Context: an optimization exercise on an open-source flow, tuned for small area and a short achievable clock period. The choices shown serve that exercise and are no tape-out recipe. RTL that was checked went through simulation tests only; none was proved equivalent to the original.

Setup of the baseline:
==> module fnd_controller, before the edit <==
module fnd_controller (
  input  [1:0] iSel,
  input  [3:0] iSwEff,        
  input        iBlink,
  input  [1:0] iEditState,
  input        iClkHourT,
  input  [3:0] iClkHourO,
  input  [2:0] iClkMinT,
  input  [3:0] iClkMinO,
  input  [2:0] iClkSecT,
  input  [3:0] iClkSecO,
  input  [3:0] iClkCentiT,
  input  [3:0] iClkCentiO,
  input  [6:0] iSwHour,
  input  [6:0] iSwMin,
  input  [6:0] iSwSec,
  input  [6:0] iSwCenti,
  input        iSr04Valid,
  input [10:0] iSr04Bcd,
  input        iDhtValid,
  input  [6:0] iDhtTemp,
  input  [6:0] iDhtHum,
  output [7:0] oFndFont,
  output [3:0] oFndCom
);
  function [3:0] f_digit;    
    input [6:0] v;
    input       tens;
    begin
      f_digit = tens ? (v / 7'd10) : (v % 7'd10);
    end
  endfunction
  function [6:0] f_seg;      
    input [3:0] d;
    begin
      case (d)
        4'd0: f_seg = 7'h40;
        4'd1: f_seg = 7'h79;
        4'd2: f_seg = 7'h24;
        4'd3: f_seg = 7'h30;
        4'd4: f_seg = 7'h19;
        4'd5: f_seg = 7'h12;
        4'd6: f_seg = 7'h02;
        4'd7: f_seg = 7'h78;
        4'd8: f_seg = 7'h00;
        4'd9: f_seg = 7'h10;
        default: f_seg = 7'h7F;
      endcase
    end
  endfunction
  reg [3:0] wClkHm, wClkSc, wSr04;
  always @(*) begin
    case (iSel)
      2'd0: begin wClkHm = iClkMinO;            wClkSc = iClkCentiO;          wSr04 = iSr04Bcd[3:0]; end
      2'd1: begin wClkHm = {1'b0, iClkMinT};    wClkSc = iClkCentiT;          wSr04 = iSr04Bcd[7:4]; end
      2'd2: begin wClkHm = iClkHourO;           wClkSc = iClkSecO;            wSr04 = {1'b0, iSr04Bcd[10:8]}; end
      default: begin wClkHm = {3'b0, iClkHourT}; wClkSc = {1'b0, iClkSecT};   wSr04 = 4'd0; end
    endcase
  end
  wire [3:0] wSwHm = f_digit(iSel[1] ? iSwHour : iSwMin,   iSel[0]);
  wire [3:0] wSwSc = f_digit(iSel[1] ? iSwSec  : iSwCenti, iSel[0]);
  wire [3:0] wDht  = iDhtValid ? f_digit(iSel[1] ? iDhtTemp : iDhtHum, iSel[0]) : 4'd0;
  wire [3:0] wSr   = iSr04Valid ? wSr04 : 4'd0;
  wire [6:0] wSegClkHm = f_seg(wClkHm);
  wire [6:0] wSegClkSc = f_seg(wClkSc);
  wire [6:0] wSegSwHm  = f_seg(wSwHm);
  wire [6:0] wSegSwSc  = f_seg(wSwSc);
  wire [6:0] wSegDht   = f_seg(wDht);
  wire [6:0] wSegSr    = f_seg(wSr);
  wire [6:0] wSegClk   = iSwEff[1] ? wSegClkHm : wSegClkSc;
  wire [6:0] wSegSw    = iSwEff[1] ? wSegSwHm  : wSegSwSc;
  wire [6:0] wSegWatch = iSwEff[0] ? wSegClk   : wSegSw;
  wire [6:0] wSegSens  = iSwEff[3] ? wSegDht   : wSegSr;
  assign oFndFont = {(iSel != 2'd2), (iSwEff[2] ? wSegSens : wSegWatch)};
  wire wBlinkOn = ~iSwEff[2] & iSwEff[0] & iBlink;
  wire wHi = wBlinkOn & (((iEditState == 2'd1) & ~iSwEff[1]) | ((iEditState == 2'd3) & iSwEff[1]));
  wire wLo = wBlinkOn & (iEditState == 2'd2) & iSwEff[1];
  wire [3:0] wCom = ~(4'b0001 << iSel);
  assign oFndCom = wCom | {wHi, wHi, wLo, wLo};
endmodule
Settings: LEC_CHECK=0, ABC_AREA=1, CAP_MARGIN=20, CORE_MARGIN=2, CORE_UTILIZATION=40, CTS_BUF_LIST=sky130_fd_sc_hd__clkbuf_16, CTS_CLUSTER_DIAMETER=100, CTS_CLUSTER_SIZE=25, SLEW_MARGIN=20; clock period 70.0 ns.
standard.sh (not shown) runs the stock make flow with config.mk's settings and CLKGATE_MAP_FILE= SYNTH_SCRIPT=/design/flow/synth_recipe.tcl, a recipe that flattens the netlist after the stock synthesis.
==> flow/flow/run.sh <==
#!/bin/bash
# Layout flow:
#  1. the standard synthesis (standard.sh synth), unchanged.
#  2. Area re-mapping of the combinational logic only: the synthesized
#     netlist's flip-flops are kept as they are (same instances, names and
#     cell types); all other cells are flattened to their logic functions and
#     mapped again with ABC (flow/abc_resynth.script), avoiding the
#     platform's don't-use cells; then tie cells and pass-through buffers as
#     in ORFS synthesis.
set -euo pipefail
WD=$(pwd)
RES=$WD/orfs/results/$FLOW_PLATFORM/Top/base
LIB=$FLOW_HOME/platforms/$FLOW_PLATFORM/lib/sky130_fd_sc_hd__tt_025C_1v80.lib

bash standard.sh synth > standard_synth.log 2>&1

cp $RES/1_2_yosys.v $WD/standard_synth_netlist.v
DONT_USE=$(sed -n '/^export DONT_USE_CELLS += \\/,/^#/p' $FLOW_HOME/platforms/$FLOW_PLATFORM/config.mk \
  | grep -o 'sky130_fd_sc_hd__[a-z0-9_]*' | sed 's/^/-dont_use /' | tr '\n' ' ')
cat > $WD/resynth.ys <<EOT
read_liberty -ignore_miss_func $LIB
blackbox sky130_fd_sc_hd__df* sky130_fd_sc_hd__edf* sky130_fd_sc_hd__sdf* sky130_fd_sc_hd__sedf* sky130_fd_sc_hd__dl* sky130_fd_sc_hd__sdl*
read_verilog $WD/standard_synth_netlist.v
hierarchy -top $FLOW_TOP
flatten
opt_clean
abc -liberty $LIB -script $WD/flow/abc_resynth.script $DONT_USE
opt_clean -purge
setundef -zero
hilomap -singleton -hicell sky130_fd_sc_hd__conb_1 HI -locell sky130_fd_sc_hd__conb_1 LO
splitnets
opt_clean -purge
insbuf -buf sky130_fd_sc_hd__buf_4 A X
stat -liberty $LIB
write_verilog -noattr -noexpr -nohex -nodec $WD/resynth_netlist.v
EOT
yosys -l $WD/resynth.log -q $WD/resynth.ys > /dev/null 2>&1
cp $WD/resynth_netlist.v $RES/1_2_yosys.v
touch $RES/1_2_yosys.v

bash standard.sh SETUP_SLACK_MARGIN=41 finish > standard.log 2>&1
==> flow/flow/abc_resynth.script <==
strash
&get -n
&fraig -x
&put
scorr
dc2
strash
&get -n
&dch -f
&nf
&put
strash
&get -n
&dch -f
&nf
&put
> inputs changed (the baseline -> the candidate)
diff --git a/flow/design.v b/flow/design.v
--- a/flow/design.v
+++ b/flow/design.v
@@ -1168,23 +1168,16 @@
     endcase
   end
   wire [3:0] wSwHm = f_digit(iSel[1] ? iSwHour : iSwMin,   iSel[0]);
   wire [3:0] wSwSc = f_digit(iSel[1] ? iSwSec  : iSwCenti, iSel[0]);
   wire [3:0] wDht  = iDhtValid ? f_digit(iSel[1] ? iDhtTemp : iDhtHum, iSel[0]) : 4'd0;
   wire [3:0] wSr   = iSr04Valid ? wSr04 : 4'd0;
-  wire [6:0] wSegClkHm = f_seg(wClkHm);
-  wire [6:0] wSegClkSc = f_seg(wClkSc);
-  wire [6:0] wSegSwHm  = f_seg(wSwHm);
-  wire [6:0] wSegSwSc  = f_seg(wSwSc);
-  wire [6:0] wSegDht   = f_seg(wDht);
-  wire [6:0] wSegSr    = f_seg(wSr);
-  wire [6:0] wSegClk   = iSwEff[1] ? wSegClkHm : wSegClkSc;
-  wire [6:0] wSegSw    = iSwEff[1] ? wSegSwHm  : wSegSwSc;
-  wire [6:0] wSegWatch = iSwEff[0] ? wSegClk   : wSegSw;
-  wire [6:0] wSegSens  = iSwEff[3] ? wSegDht   : wSegSr;
-  assign oFndFont = {(iSel != 2'd2), (iSwEff[2] ? wSegSens : wSegWatch)};
+  wire [3:0] wWatch = iSwEff[0] ? (iSwEff[1] ? wClkHm : wClkSc)
+                                : (iSwEff[1] ? wSwHm  : wSwSc);
+  wire [3:0] wSens  = iSwEff[3] ? wDht : wSr;
+  assign oFndFont = {(iSel != 2'd2), f_seg(iSwEff[2] ? wSens : wWatch)};
   wire wBlinkOn = ~iSwEff[2] & iSwEff[0] & iBlink;
   wire wHi = wBlinkOn & (((iEditState == 2'd1) & ~iSwEff[1]) | ((iEditState == 2'd3) & iSwEff[1]));
   wire wLo = wBlinkOn & (iEditState == 2'd2) & iSwEff[1];
   wire [3:0] wCom = ~(4'b0001 << iSel);
   assign oFndCom = wCom | {wHi, wHi, wLo, wLo};
 endmodule
Findings:
- Delta (the candidate minus the baseline): clock transition at the register clock pins on the worst setup and hold paths after CTS did not really move; setup slack decreased by 0.60 ns relative to the old numbers.
- On via count: between the candidate and the baseline, it ends up lower for the candidate.
- On final clock skew: between the candidate and the baseline, it ends up higher for the candidate.
- The candidate against the baseline; total of plain and repair buffers excluding clock buffers is up by a little under 10%.
- The higher synthesis-to-layout area growth of the candidate and the baseline is in the candidate.
- Timing, DRC, antenna: 0 failures across the candidate and the baseline
- The baseline -> the candidate: final standard cell area without fillers decreased slightly
- Sort the candidate and the baseline by first-pass GRT wire length, ascending, and the candidate comes first.
- When the final numbers for the candidate and the baseline were put side by side, the number of antenna violations at the first check in global routing turned out to be greater in the baseline.
- Global routing usage on met1 down 0.40 points in the candidate wrt the baseline
- The baseline -> the candidate: initial cell density of the core flat
- Standard cell area after detailed placement: lower on the candidate
The RTL of the candidate was laid out without a check of its function.

==> what the ideal ports hide <==
Ports are ideal in the flow. The routed layouts listed here were re-timed in OpenROAD. Step 1 assumes that a clkbuf_16 drives the clock port and a buf_2 every other input. Step 2, shift: input delay + t, output delay - t, t = (earliest + latest rising clock arrival at the registers) / 2. This alone moves slack from input paths to output paths. Slacks: no drivers / after step 1 / after step 2; pairs: no drivers / after step 1.
run | shift t [ns] | setup WS [ns] | hold WS [ns]
the baseline | 0.752 | 40.657 / 40.599 / 40.599 | 0.360 / 0.360 / 0.360
the candidate | 0.764 | 40.060 / 40.013 / 40.013 | 0.348 / 0.348 / 0.348
After both steps every run listed still meets setup and hold. The setup slack of the baseline, which loses most, moves by -0.058 ns with the drivers and by -0.058 ns with both steps.
